Background: an optimization exercise with open tools, aiming at small area. Do not read the settings as production practice. Function was checked by simulation only, so behaviour that the tests miss may differ from the original. Power figures rest on the tool's default switching activity, not on a simulated workload.

===== design/flow/design.v =====
module axi_timer #(
  parameter AXI_ADDR_BW_p = 12     
) (
  input logic  clk,
  input logic  rst_n,
  input logic [AXI_ADDR_BW_p-1:0] i_axi_awaddr,
  input logic  i_axi_awvalid,
  input logic [31:0] i_axi_wdata,
  input logic i_axi_wvalid,
  input logic i_axi_bready,
  input logic [AXI_ADDR_BW_p-1:0] i_axi_araddr,
  input logic i_axi_arvalid,
  input logic i_axi_rready,
  output logic o_axi_awready,
  output logic o_axi_wready,
  output logic [1:0] o_axi_bresp,
  output logic o_axi_bvalid,
  output logic o_axi_arready,
  output logic [31:0] o_axi_rdata,
  output logic [1:0] o_axi_rresp,
  output logic o_axi_rvalid,
  output logic o_cnt0_en,
  output logic o_cnt0_reload,
  output logic o_cnt0_count_up,
  output logic [31:0] o_cnt0_load_value,
  output logic [31:0] o_cnt0_compare_value,
  input  logic [31:0] i_cnt0_value,
  output logic o_cnt1_en,
  output logic o_cnt1_reload,
  output logic o_cnt1_count_up,
  output logic o_cnt1_src,
  output logic [31:0] o_cnt1_load_value,
  output logic [31:0] o_cnt1_compare_value,
  input  logic [31:0] i_cnt1_value
);
  localparam logic [1:0] RESP_OKAY   = 2'b00;
  localparam logic [1:0] RESP_EXOKAY = 2'b01;
  localparam logic [1:0] RESP_SLVERR = 2'b10;
  localparam logic [1:0] RESP_DECERR = 2'b11;
  logic s_cnt0_en;
  logic s_cnt0_reload;
  logic s_cnt0_count_up;
  logic [31:0] s_cnt0_load_value;
  logic [31:0] s_cnt0_compare_value;
  logic s_cnt1_en;
  logic s_cnt1_reload;
  logic s_cnt1_count_up;
  logic s_cnt1_src;
  logic [31:0] s_cnt1_load_value;
  logic [31:0] s_cnt1_compare_value;
  assign o_cnt0_en = s_cnt0_en;
  assign o_cnt0_reload = s_cnt0_reload;
  assign o_cnt0_count_up = s_cnt0_count_up;
  assign o_cnt0_load_value = s_cnt0_load_value;
  assign o_cnt0_compare_value = s_cnt0_compare_value;
  assign o_cnt1_en = s_cnt1_en;
  assign o_cnt1_reload = s_cnt1_reload;
  assign o_cnt1_count_up = s_cnt1_count_up;
  assign o_cnt1_src = s_cnt1_src;
  assign o_cnt1_load_value = s_cnt1_load_value;
  assign o_cnt1_compare_value = s_cnt1_compare_value;
  logic [1:0]  c_axi_wresp;
  logic [3:0]  c_axi_wstrb;
  logic [31:0] c_axi_wdata;
  logic s_axi_wdata_buf_used;
  logic [31:0] s_axi_wdata_buf;
  logic [3:0]  s_axi_wstrb_buf;
  logic [1:0]  s_axi_bresp;
  logic [AXI_ADDR_BW_p-1:0] s_axi_awaddr_buf;
  logic [AXI_ADDR_BW_p-1:0] c_axi_awaddr;
  logic s_axi_awaddr_buf_used;
  logic s_axi_awvalid;
  logic s_axi_wvalid;
  logic s_axi_bvalid;
  logic s_axi_awready;
  logic s_axi_wready;
  logic s_awaddr_done;
  logic [AXI_ADDR_BW_p-1:0] s_axi_awaddr;
  assign o_axi_awready = !s_axi_awaddr_buf_used & s_axi_awvalid;
  assign o_axi_wready  = !s_axi_wdata_buf_used & s_axi_wvalid;
  logic write_response_stalled;
  logic valid_write_address;
  logic valid_write_data;
  assign write_response_stalled = o_axi_bvalid & ~i_axi_bready;
  assign valid_write_address = s_axi_awaddr_buf_used | (i_axi_awvalid & o_axi_awready);
  assign valid_write_data = s_axi_wdata_buf_used | (i_axi_wvalid & o_axi_wready);
  always_ff @(posedge clk) begin
    if (!rst_n) begin
      s_axi_awvalid <= 1'b0;
      s_axi_awaddr_buf_used <= 1'b0;
    end else begin
      s_axi_awvalid <= 1'b1;
      if (i_axi_awvalid && o_axi_awready && (write_response_stalled || !valid_write_data)) begin
        s_axi_awaddr_buf <= i_axi_awaddr;
        s_axi_awaddr_buf_used <= 1'b1;
      end else if (s_axi_awaddr_buf_used && valid_write_data && (!o_axi_bvalid || i_axi_bready)) begin
        s_axi_awaddr_buf_used <= 1'b0;
      end
    end
  end
  always_ff @(posedge clk) begin
    if (!rst_n) begin
      s_axi_wdata_buf_used <= 1'b0;
      s_axi_wvalid <= 1'b0;
    end else begin
      s_axi_wvalid <= 1'b1;
      if (i_axi_wvalid && o_axi_wready && (write_response_stalled || !valid_write_address)) begin
        s_axi_wdata_buf <= i_axi_wdata;
        s_axi_wdata_buf_used <= 1'b1;
      end else if (s_axi_wdata_buf_used && valid_write_address && (!o_axi_bvalid || i_axi_bready)) begin
        s_axi_wdata_buf_used <= 1'b0;
      end
    end
  end
  assign c_axi_awaddr = s_axi_awaddr_buf_used ? s_axi_awaddr_buf : i_axi_awaddr;
  assign c_axi_wdata  = s_axi_wdata_buf_used  ? s_axi_wdata_buf : i_axi_wdata;
  always_ff @(posedge clk) begin
    if (!rst_n) begin
      s_axi_bvalid <= 1'b0;
      s_cnt0_en <= 1'b0;
      s_cnt0_reload <= 1'b0;
      s_cnt0_count_up <= 1'b0;
      s_cnt0_load_value <= '0;
      s_cnt0_compare_value <= '0;
      s_cnt1_en <= 1'b0;
      s_cnt1_reload <= 1'b0;
      s_cnt1_count_up <= 1'b0;
      s_cnt1_src <= 1'b0;
      s_cnt1_load_value <= '0;
      s_cnt1_compare_value <= '0;
    end else begin
      if (valid_write_address && valid_write_data && (!o_axi_bvalid || i_axi_bready)) begin
        s_axi_bresp <= RESP_OKAY;
        s_axi_bvalid <= 1'b1;
        case (c_axi_awaddr[AXI_ADDR_BW_p-1:2])
          'd0 : begin
            s_cnt0_en <= c_axi_wdata[0];
            s_cnt0_reload <= c_axi_wdata[1];
            s_cnt0_count_up <= c_axi_wdata[2];
          end
          'd1 : begin
            s_cnt0_load_value <= c_axi_wdata;
          end
          'd2 : begin
            s_cnt0_compare_value <= c_axi_wdata;
          end
          'd4 : begin
            s_cnt1_en <= c_axi_wdata[0];
            s_cnt1_reload <= c_axi_wdata[1];
            s_cnt1_count_up <= c_axi_wdata[2];
            s_cnt1_src <= c_axi_wdata[3]; 
          end
          'd5 : begin
            s_cnt1_load_value <= c_axi_wdata;
          end
          'd6 : begin
            s_cnt1_compare_value <= c_axi_wdata;
          end
          default: begin
            s_axi_bresp <= RESP_SLVERR;
          end
        endcase
      end else if (o_axi_bvalid && i_axi_bready && !(valid_write_address && valid_write_data)) begin
        s_axi_bvalid <= 1'b0;
      end
    end
  end
  assign o_axi_bresp = s_axi_bresp;
  assign o_axi_bvalid = s_axi_bvalid;
  logic s_axi_rvalid;
  logic [31:0] s_axi_rdata;
  logic [1:0] s_axi_rresp;
  logic s_axi_arready;
  logic [AXI_ADDR_BW_p-1:0] s_araddr_buf;
  logic s_araddr_buf_used;
  logic [AXI_ADDR_BW_p-1:0] c_axi_araddr;
  always_ff @(posedge clk) begin
    if (!rst_n) begin
      s_araddr_buf_used <= 1'b0;
      s_axi_arready <= 1'b0;
    end else begin
      s_axi_arready <= 1'b1;
      if (i_axi_arvalid && o_axi_arready && o_axi_rvalid && !i_axi_rready) begin
        s_araddr_buf <= i_axi_araddr;
        s_araddr_buf_used <= 1'b1;
      end 
      else if (s_araddr_buf_used && (!o_axi_rvalid || i_axi_rready)) begin
        s_araddr_buf_used <= 1'b0;
      end
    end
  end
  assign c_axi_araddr = s_araddr_buf_used ? s_araddr_buf : i_axi_araddr;
  assign o_axi_arready = !s_araddr_buf_used & s_axi_arready;
  always_ff @(posedge clk) begin
    if (!rst_n) begin
      s_axi_rvalid <= 1'b0;
    end else begin
      if ((s_araddr_buf_used || (i_axi_arvalid && o_axi_arready)) && (!o_axi_rvalid || i_axi_rready)) begin
        s_axi_rresp <= RESP_OKAY;
        s_axi_rvalid <= 1'b1;
        s_axi_rdata <= '0;
        case (c_axi_araddr[AXI_ADDR_BW_p-1:2])
          'd0 : begin
            s_axi_rdata[0] <= s_cnt0_en;
            s_axi_rdata[1] <= s_cnt0_reload;
            s_axi_rdata[2] <= s_cnt0_count_up;
          end
          'd1 : begin
            s_axi_rdata <= s_cnt0_load_value;
          end
          'd2 : begin
            s_axi_rdata <= s_cnt0_compare_value;
          end
          'd3 : begin
            s_axi_rdata <= i_cnt0_value;
          end
          'd4 : begin
            s_axi_rdata[0] <= s_cnt1_en;
            s_axi_rdata[1] <= s_cnt1_reload; 
            s_axi_rdata[2] <= s_cnt1_count_up;
            s_axi_rdata[3] <= s_cnt1_src; 
          end
          'd5 : begin
            s_axi_rdata <= s_cnt1_load_value;
          end
          'd6 : begin
            s_axi_rdata <= s_cnt1_compare_value;
          end
          'd7 : begin
            s_axi_rdata <= i_cnt1_value;
          end
          default: begin
            s_axi_rdata <= 32'hdeaddead;
            s_axi_rresp <= RESP_SLVERR;
          end
        endcase
      end else if (o_axi_rvalid && i_axi_rready && !s_araddr_buf_used && !(i_axi_arvalid && o_axi_arready)) begin
        s_axi_rvalid <= 1'b0;
      end
    end
  end
  assign o_axi_rdata = s_axi_rdata;
  assign o_axi_rresp = s_axi_rresp;
  assign o_axi_rvalid = s_axi_rvalid;
endmodule
module timer_counter (
  input logic clk,
  input logic rst_n,
  input logic i_cnt0_en,
  input logic i_cnt0_reload,
  input logic i_cnt0_count_up,
  input logic [31:0] i_cnt0_load_value,
  input logic [31:0] i_cnt0_compare_value,
  input logic i_cnt1_en,
  input logic i_cnt1_reload,
  input logic i_cnt1_count_up,
  input logic i_cnt1_src,
  input logic [31:0] i_cnt1_load_value,
  input logic [31:0] i_cnt1_compare_value,
  output logic [31:0] o_cnt0_value,
  output logic [31:0] o_cnt1_value,
  output logic o_cnt0_done,
  output logic o_cnt1_done
);
  logic [31:0] s_cnt0_value;
  logic s_cnt0_done;
  logic [31:0] s_cnt1_value;
  logic s_cnt1_done;
  assign o_cnt0_done = s_cnt0_done & i_cnt0_en;
  assign o_cnt1_done = s_cnt1_done & i_cnt1_en; 
  assign o_cnt0_value = s_cnt0_value;
  assign o_cnt1_value = s_cnt1_value;
  always_ff @(posedge clk) begin
    if (!rst_n) begin
      s_cnt0_done <= 1'b0;
      s_cnt0_value <= '0;
    end else begin
      s_cnt0_done <= 1'b0;
      if (i_cnt0_en) begin
        if (i_cnt0_count_up) begin
          s_cnt0_value <= s_cnt0_value + 1;
        end else begin
          s_cnt0_value <= s_cnt0_value - 1;
        end
        if (s_cnt0_value == i_cnt0_compare_value) begin
          s_cnt0_done <= 1'b1;
          if (i_cnt0_reload) begin
            s_cnt0_value <= i_cnt0_load_value;
          end
        end
      end else begin
        s_cnt0_value <= i_cnt0_load_value;
      end
    end
  end
  always_ff @(posedge clk) begin
    if (!rst_n) begin
      s_cnt1_done <= 1'b0;
      s_cnt1_value <= '0;
    end else begin
      s_cnt1_done <= 1'b0;
      if (i_cnt1_en) begin
        if (!i_cnt1_src || (i_cnt1_src && s_cnt0_done)) begin
          if (i_cnt1_count_up) begin
            s_cnt1_value <= s_cnt1_value + 1;
          end else begin
            s_cnt1_value <= s_cnt1_value - 1;
          end
        end
        if (s_cnt1_value == i_cnt1_compare_value) begin
          s_cnt1_done <= 1'b1;
          if (i_cnt1_reload) begin
            s_cnt1_value <= i_cnt1_load_value;
          end
        end
      end else begin
        s_cnt1_value <= i_cnt1_load_value;
      end
    end
  end
endmodule
module axi_timer_counter_top #(
  parameter AXI_ADDR_BW_p = 12     
) (
  input logic  clk,
  input logic  rst_n,
  input logic [AXI_ADDR_BW_p-1:0] i_axi_awaddr,
  input logic  i_axi_awvalid,
  input logic [31:0] i_axi_wdata,
  input logic i_axi_wvalid,
  input logic i_axi_bready,
  input logic [AXI_ADDR_BW_p-1:0] i_axi_araddr,
  input logic i_axi_arvalid,
  input logic i_axi_rready,
  output logic o_axi_awready,
  output logic o_axi_wready,
  output logic [1:0] o_axi_bresp,
  output logic o_axi_bvalid,
  output logic o_axi_arready,
  output logic [31:0] o_axi_rdata,
  output logic [1:0] o_axi_rresp,
  output logic o_axi_rvalid,
  output logic o_cnt0_done,
  output logic o_cnt1_done
);
  logic s_cnt0_en;
  logic s_cnt0_reload;
  logic s_cnt0_count_up;
  logic [31:0] s_cnt0_load_value;
  logic [31:0] s_cnt0_compare_value;
  logic [31:0] s_cnt0_value;
  logic s_cnt1_en;
  logic s_cnt1_reload;
  logic s_cnt1_count_up;
  logic s_cnt1_src;
  logic [31:0] s_cnt1_load_value;
  logic [31:0] s_cnt1_compare_value;
  logic [31:0] s_cnt1_value;
  axi_timer #(
    .AXI_ADDR_BW_p ( AXI_ADDR_BW_p )
  ) axi_timer_inst (
    .clk                  ( clk                   ),
    .rst_n                ( rst_n                 ),
    .i_axi_awaddr         ( i_axi_awaddr          ),
    .i_axi_awvalid        ( i_axi_awvalid         ),
    .i_axi_wdata          ( i_axi_wdata           ),
    .i_axi_wvalid         ( i_axi_wvalid          ),
    .i_axi_bready         ( i_axi_bready          ),
    .i_axi_araddr         ( i_axi_araddr          ),
    .i_axi_arvalid        ( i_axi_arvalid         ),
    .i_axi_rready         ( i_axi_rready          ),
    .o_axi_awready        ( o_axi_awready         ),
    .o_axi_wready         ( o_axi_wready          ),
    .o_axi_bresp          ( o_axi_bresp           ),
    .o_axi_bvalid         ( o_axi_bvalid          ),
    .o_axi_arready        ( o_axi_arready         ),
    .o_axi_rdata          ( o_axi_rdata           ),
    .o_axi_rresp          ( o_axi_rresp           ),
    .o_axi_rvalid         ( o_axi_rvalid          ),
    .o_cnt0_en            ( s_cnt0_en             ),
    .o_cnt0_reload        ( s_cnt0_reload         ),
    .o_cnt0_count_up      ( s_cnt0_count_up       ),
    .o_cnt0_load_value    ( s_cnt0_load_value     ),
    .o_cnt0_compare_value ( s_cnt0_compare_value  ),
    .i_cnt0_value         ( s_cnt0_value          ),
    .o_cnt1_en            ( s_cnt1_en             ),
    .o_cnt1_reload        ( s_cnt1_reload         ),
    .o_cnt1_count_up      ( s_cnt1_count_up       ),
    .o_cnt1_src           ( s_cnt1_src            ),
    .o_cnt1_load_value    ( s_cnt1_load_value     ),
    .o_cnt1_compare_value ( s_cnt1_compare_value  ),
    .i_cnt1_value         ( s_cnt1_value          )
  );
  timer_counter timer_counter_inst (
    .clk                  ( clk                   ),
    .rst_n                ( rst_n                 ),
    .i_cnt0_en            ( s_cnt0_en             ),
    .i_cnt0_reload        ( s_cnt0_reload         ),
    .i_cnt0_count_up      ( s_cnt0_count_up       ),
    .i_cnt0_load_value    ( s_cnt0_load_value     ),
    .i_cnt0_compare_value ( s_cnt0_compare_value  ),
    .o_cnt0_value         ( s_cnt0_value          ),
    .i_cnt1_en            ( s_cnt1_en             ),
    .i_cnt1_reload        ( s_cnt1_reload         ),
    .i_cnt1_count_up      ( s_cnt1_count_up       ),
    .i_cnt1_src           ( s_cnt1_src            ),
    .i_cnt1_load_value    ( s_cnt1_load_value     ),
    .i_cnt1_compare_value ( s_cnt1_compare_value  ),
    .o_cnt1_value         ( s_cnt1_value          ),
    .o_cnt0_done          ( o_cnt0_done           ),
    .o_cnt1_done          ( o_cnt1_done           )
  );
endmodule

===== design/flow/run.sh =====
#!/bin/bash
# synth_recipe.tcl (not shown) runs the flow's synth.tcl, then flattens the netlist and writes it again
# the make line also repeats each setting of config.mk as NAME=value (left out here)
make -C /OpenROAD-flow-scripts/flow DESIGN_CONFIG=/design/flow/config.mk WORK_HOME=/design/flow/orfs CLKGATE_MAP_FILE= SYNTH_SCRIPT=/design/flow/synth_recipe.tcl finish

===== design/flow/config.mk =====
export PLATFORM = sky130hd
export DESIGN_NAME = axi_timer_counter_top
export DESIGN_NICKNAME = axi_timer_counter_top
export VERILOG_FILES = /design/flow/design.v
export SDC_FILE = /design/flow/constraint.sdc
export NUM_CORES = 4
export LEC_CHECK = 0
export CAP_MARGIN = 20
export CORE_MARGIN = 2
export CORE_UTILIZATION = 40
export SLEW_MARGIN = 20

===== design/flow/constraint.sdc =====
create_clock -name core_clock -period 5.0 [get_ports {clk}]
set_input_delay 1.0000 -clock core_clock [delete_from_list [all_inputs] [get_ports {clk}]]
set_output_delay 1.0000 -clock core_clock [all_outputs]
set_load 0.01 [all_outputs]

==> impl_results.html <==
<table>
<tr><th>Metric</th><th>Value</th></tr>
<tr><th colspan="2">Global routing</th></tr>
<tr><td>Antenna violations before repair</td><td>1</td></tr>
<tr><td>Met3 GRT Util</td><td>0.0309</td></tr>
<tr><td>Global-route wire length before repair</td><td>74500 um</td></tr>
<tr><td>Global routing's busiest layer</td><td>met2</td></tr>
<tr><td>GRT Overall Usage</td><td>0.243</td></tr>
<tr><td>Vias in the first global route</td><td>12600</td></tr>
<tr><td>Global-route met2 utilization</td><td>0.379</td></tr>
<tr><td>Overflow after GRT</td><td>0</td></tr>
<tr><td>GR met1 Demand/Resource</td><td>0.344</td></tr>
<tr><td>Pin count of the biggest net entering global routing</td><td>68</td></tr>
<tr><th colspan="2">STA</th></tr>
<tr><td>Final critical-path required period</td><td>between 4 and 5 ns</td></tr>
<tr><td>Max-slew violations</td><td>0</td></tr>
<tr><td>Worst-case clock skew</td><td>roughly 0.018 ns</td></tr>
<tr><td>Final Cycle Share</td><td>0.843</td></tr>
<tr><td>Unrepaired setup endpoints after global routing</td><td>no</td></tr>
<tr><td>Actual slew at the worst max-slew pin</td><td>around 1.0 ns</td></tr>
<tr><td>Slew headroom</td><td>0.312</td></tr>
<tr><td>Sum of negative setup slack</td><td>0 ns</td></tr>
<tr><td>Final hold viol count</td><td>0</td></tr>
<tr><td>Peak Freq</td><td>0.237 GHz</td></tr>
<tr><td>Final setup violation count</td><td>0</td></tr>
<tr><td>Hold Slack</td><td>0.493 ns</td></tr>
<tr><th colspan="2">Final layout</th></tr>
<tr><td>Final design utilization</td><td>0.476</td></tr>
<tr><td>Net total in the final layout</td><td>between 1500 and 2000</td></tr>
<tr><td>ANT cells</td><td>0</td></tr>
<tr><td>Area added between synthesis and finish</td><td>16.9%</td></tr>
<tr><td>Design area</td><td>0.0180 mm2</td></tr>
<tr><td>Layout fillers</td><td>3542</td></tr>
<tr><td>Share of final-layout standard cells stronger than drive strength 1</td><td>0.0662</td></tr>
<tr><td>Count of placed standard cells in the final layout, fillers left out</td><td>2219</td></tr>
<tr><th colspan="2">Synthesis</th></tr>
<tr><td>Biggest area contributors in the synthesized netlist</td><td>sky130_fd_sc_hd__dfxtp_1 (27%), sky130_fd_sc_hd__edfxtp_1 (17%), sky130_fd_sc_hd__a211oi_1 (6.9%)</td></tr>
<tr><td>Proportion of synthesized flip-flops having asynchronous set or reset</td><td>0</td></tr>
<tr><td>Synth Register Bits</td><td>293</td></tr>
<tr><td>Warning count from the yosys run</td><td>2</td></tr>
<tr><td>Register area share after synthesis</td><td>0.438</td></tr>
<tr><td>Post-synthesis instance total</td><td>1627</td></tr>
<tr><td>Number of flops mapped to enable cells by yosys</td><td>86</td></tr>
<tr><td>Number of distinct library cell variants in the gate-level netlist after synthesis</td><td>78</td></tr>
<tr><td>Yosys top cell by area</td><td>sky130_fd_sc_hd__dfxtp_1</td></tr>
<tr><td>Most common flop cell mapped by yosys</td><td>sky130_fd_sc_hd__dfxtp_1</td></tr>
<tr><td>Cell Area, Synth</td><td>0.0154 mm2</td></tr>
<tr><td>Proportion of netlist area held by the largest area contributor</td><td>0.270</td></tr>
<tr><td>Mean Syn Cell Area</td><td>9.44 um2</td></tr>
<tr><th colspan="2">CTS</th></tr>
<tr><td>PostCTS Resize Cnt</td><td>0</td></tr>
<tr><td>Clock tree from TritonCTS</td><td>done</td></tr>
<tr><td>Number of clock sinks</td><td>293</td></tr>
<tr><td>TritonCTS buffer count</td><td>31</td></tr>
<tr><td>Cell chosen for the clock root</td><td>sky130_fd_sc_hd__clkbuf_16</td></tr>
<tr><td>Hold-fix buffers, CTS</td><td>0</td></tr>
<tr><td>Number of buffers on the longest clock path</td><td>3</td></tr>
<tr><td>Reg clk slew, reported paths</td><td>0.06 ns</td></tr>
<tr><td>Buffers inserted during post-CTS setup optimization</td><td>0</td></tr>
<tr><td>Count of H-tree levels built during CTS</td><td>1</td></tr>
<tr><td>Clock insertion delay at the later pin of the skew report</td><td>0.59 ns</td></tr>
<tr><th colspan="2">Placement</th></tr>
<tr><td>Cell total after placement</td><td>2161</td></tr>
<tr><td>Final HPWL DP</td><td>33700 um</td></tr>
<tr><td>Placed cell areas</td><td>about 0.017 mm2</td></tr>
<tr><td>Total of buffers placed on input and output ports</td><td>99</td></tr>
<tr><td>RD Place Congestion</td><td>0.906</td></tr>
<tr><th colspan="2">Floorplan</th></tr>
<tr><td>Boundary Pins</td><td>106</td></tr>
<tr><td>Standard cell core area</td><td>0.0378 mm2</td></tr>
<tr><td>Horizontal die dimension</td><td>200 um</td></tr>
<tr><td>Die area</td><td>0.0400 mm2</td></tr>
<tr><td>Chip Height</td><td>200 um</td></tr>
<tr><td>Placement row count</td><td>71</td></tr>
<tr><td>Starting Density</td><td>0.407</td></tr>
<tr><th colspan="2">Worst setup path</th></tr>
<tr><td>Required time at the worst-slack endpoint</td><td>5.47 ns</td></tr>
<tr><td>CP endpoint kind</td><td>flip-flop</td></tr>
<tr><td>Worst setup path category</td><td>reg -&gt; reg</td></tr>
<tr><td>FF-to-FF path depth</td><td>11</td></tr>
<tr><td>Max Fanout on Critical Path</td><td>19</td></tr>
<tr><td>Crit path DAT</td><td>4.68 ns</td></tr>
<tr><td>Startpoint types</td><td>flip-flop</td></tr>
<tr><th colspan="2">Pwr</th></tr>
<tr><td>Leakage power summed over all cells</td><td>0.00675 uW</td></tr>
<tr><td>Power per unit of standard cell area</td><td>284 mW/mm2</td></tr>
<tr><td>Peak VDD IR</td><td>0.271 mV</td></tr>
<tr><th colspan="2">Routing</th></tr>
<tr><td>Detailed-route DRC error count</td><td>0</td></tr>
<tr><td>Post-DR wirelength/cell</td><td>21.7 um</td></tr>
<tr><td>First drt pass iteration count</td><td>6</td></tr>
<tr><td>Initial DRC count</td><td>between 1000 and 1500</td></tr>
<tr><td>Number of nets still failing antenna checks after routing</td><td>0</td></tr>
<tr><td>Total routed wirelength</td><td>48100 um</td></tr>
<tr><td>Vias per std cell</td><td>5.91</td></tr>
<tr><td>DR vias</td><td>around 13000</td></tr>
<tr><th colspan="2">Outcome</th></tr>
<tr><td>Result of the run</td><td>no timing/DRC/antenna violations</td></tr>
<tr><th colspan="2">Flow run</th></tr>
<tr><td>Max-cap violations</td><td>0</td></tr>
<tr><th colspan="2">Min path</th></tr>
<tr><td>Worst Hold Class</td><td>reg -&gt; reg</td></tr>
<tr><td>Hold Path Cell Cnt</td><td>2</td></tr>
</table>
==> cells in the final DEF (no fill, tap or decap), types with 52 or more instances in the layout <==
| cell | instances |
|---|---|
| sky130_fd_sc_hd__o21ai_0 | 52 |
| sky130_fd_sc_hd__a211oi_1 | 142 |
| sky130_fd_sc_hd__nand2_1 | 77 |
| sky130_fd_sc_hd__xor2_1 | 79 |
| sky130_fd_sc_hd__nor2_1 | 217 |
| sky130_fd_sc_hd__mux2i_1 | 58 |
| sky130_fd_sc_hd__clkdlybuf4s50_1 | 99 |
| sky130_fd_sc_hd__dfxtp_1 | 206 |
| sky130_fd_sc_hd__edfxtp_1 | 86 |
| sky130_fd_sc_hd__ha_1 | 60 |
| sky130_fd_sc_hd__a21oi_1 | 86 |
==> sequential cells by signal (all words and copies together), names as in the netlist, 10 cells and up <==
register	flops
axi_timer_inst.s_axi_rdata	32
axi_timer_inst.s_araddr_buf	10
axi_timer_inst.s_cnt1_load_value	32
axi_timer_inst.s_axi_wdata_buf	32
axi_timer_inst.s_axi_awaddr_buf	10
axi_timer_inst.s_cnt0_load_value	32
timer_counter_inst.s_cnt0_value	32
axi_timer_inst.s_cnt0_compare_value	32
timer_counter_inst.s_cnt1_value	32
axi_timer_inst.s_cnt1_compare_value	32
==> synthesized netlist by cell type, drive strengths merged (10+ instances only) <==
| cell type | instances |
|---|---|
| nand3 | 46 |
| a21oi | 87 |
| nor2b | 12 |
| edfxtp | 86 |
| nor3 | 21 |
| o21ai | 56 |
| nand4 | 14 |
| nand2b | 14 |
| ha | 60 |
| dfxtp | 207 |
| inv | 21 |
| a22oi | 50 |
| a222oi | 21 |
| xor2 | 79 |
| xnor2 | 30 |
| a31oi | 23 |
| and3 | 10 |
| a211oi | 143 |
| o21a | 15 |
| nand2 | 77 |
| buf | 22 |
| nor2 | 223 |
| clkbuf | 81 |
| nor4 | 20 |
| a21o | 38 |
| mux2i | 58 |
==> final timing paths <==
check,from,endpoint,slack [ns]
max,axi_timer_inst.s_cnt0_count_up$_SDFFE_PN0P_,timer_counter_inst.s_cnt0_value[30]$_SDFF_PN0_,0.79
max reg2reg,axi_timer_inst.s_cnt0_count_up$_SDFFE_PN0P_,timer_counter_inst.s_cnt0_value[30]$_SDFF_PN0_,0.79
min,axi_timer_inst.s_cnt0_load_value[26]$_SDFFE_PN0P_,timer_counter_inst.s_cnt0_value[26]$_SDFF_PN0_,0.49
min reg2reg,axi_timer_inst.s_cnt0_load_value[26]$_SDFFE_PN0P_,timer_counter_inst.s_cnt0_value[26]$_SDFF_PN0_,0.49
==> metrics by stage <==
step,setup slack (ns),total power [uW]
floorplan,0.807,2610
global placement,1.02,2720
detailed placement,0.956,2720
CTS,0.914,5140
global route,0.714,5250
finish,0.787,5100
==> where the power goes <==
group	leakage (uW)	switching [uW]	internal, uW	total, uW
clock network	0.000527	996	1430	2430
logic	0.00385	125	82.3	207
registers	0.00237	7.08	2460	2470
==> per-layer routing <==
metal / part of all wire / wire, um
met4: 0.037 / 1770
met1: 0.46 / 22100
met5: 0 / 0
met2: 0.44 / 21300
met3: 0.061 / 2930
==> critical path: stages (launching register included) <==
cell,delay (ns)
sky130_fd_sc_hd__dfxtp_1,0.39
sky130_fd_sc_hd__inv_1,0.64
sky130_fd_sc_hd__ha_1,0.40
sky130_fd_sc_hd__nor2b_1,0.17
sky130_fd_sc_hd__o31a_1,0.31
sky130_fd_sc_hd__o31ai_1,0.46
sky130_fd_sc_hd__o211ai_1,0.21
sky130_fd_sc_hd__a211oi_1,0.60
sky130_fd_sc_hd__o31ai_1,0.23
sky130_fd_sc_hd__o21ai_0,0.32
sky130_fd_sc_hd__mux2i_1,0.25
sky130_fd_sc_hd__o211ai_1,0.10
==> cell type report <==
cell class | instances | area (um2) | share of cell area
clock buffers | 42 | 877 | 0.0488
clock inverters | 16 | 188 | 0.0104
inverters | 21 | 81.3 | 0.00453
multi-input cells | 1211 | 8260 | 0.460
flip-flops and latches | 293 | 6730 | 0.374
well taps | 511 | 639 | 0.0356
repair buffers | 125 | 1200 | 0.0667
==> cells by family (layout without fill, tap and decap cells) <==
group | after synthesis | in the layout | share of synthesized area
compound gates | 512 | 512 | 0.239
simple gates | 465 | 465 | 0.137
flops | 293 | 293 | 0.438
buf+inv | 124 | 204 | 0.0319
xor+xnor | 109 | 109 | 0.0621
fa+ha+maj | 62 | 62 | 0.0515
mux | 61 | 61 | 0.0400
other cells | 1 | 2 | 0.000244

what the ideal ports hide:
The results above use ideal ports. As a check the final layout listed here was re-extracted and re-timed, cells and wires unchanged.
Step 1, drivers: a clkbuf_16 drives clk and a buf_2 each remaining input, both assumed.
Step 2 times the ports against the registers' clock, not the clock port: input delays grow and output delays shrink by t, the midpoint of the rising clock arrivals with the driver on.
a / b / c = no drivers / after step 1 / after step 2; a / b = the first two.
t (ns): 0.635
setup WS [ns]: 0.787 / 0.787 / 0.787
hold WS [ns]: 0.493 / 0.493 / 0.493
worst data-port slew with drivers (ns): 0.05
cell pins on the clock port's net: 1
After both steps this run still meets setup and hold. For this run, drivers alone change the setup slack by 0.000 ns; drivers and shift together by 0.000 ns.
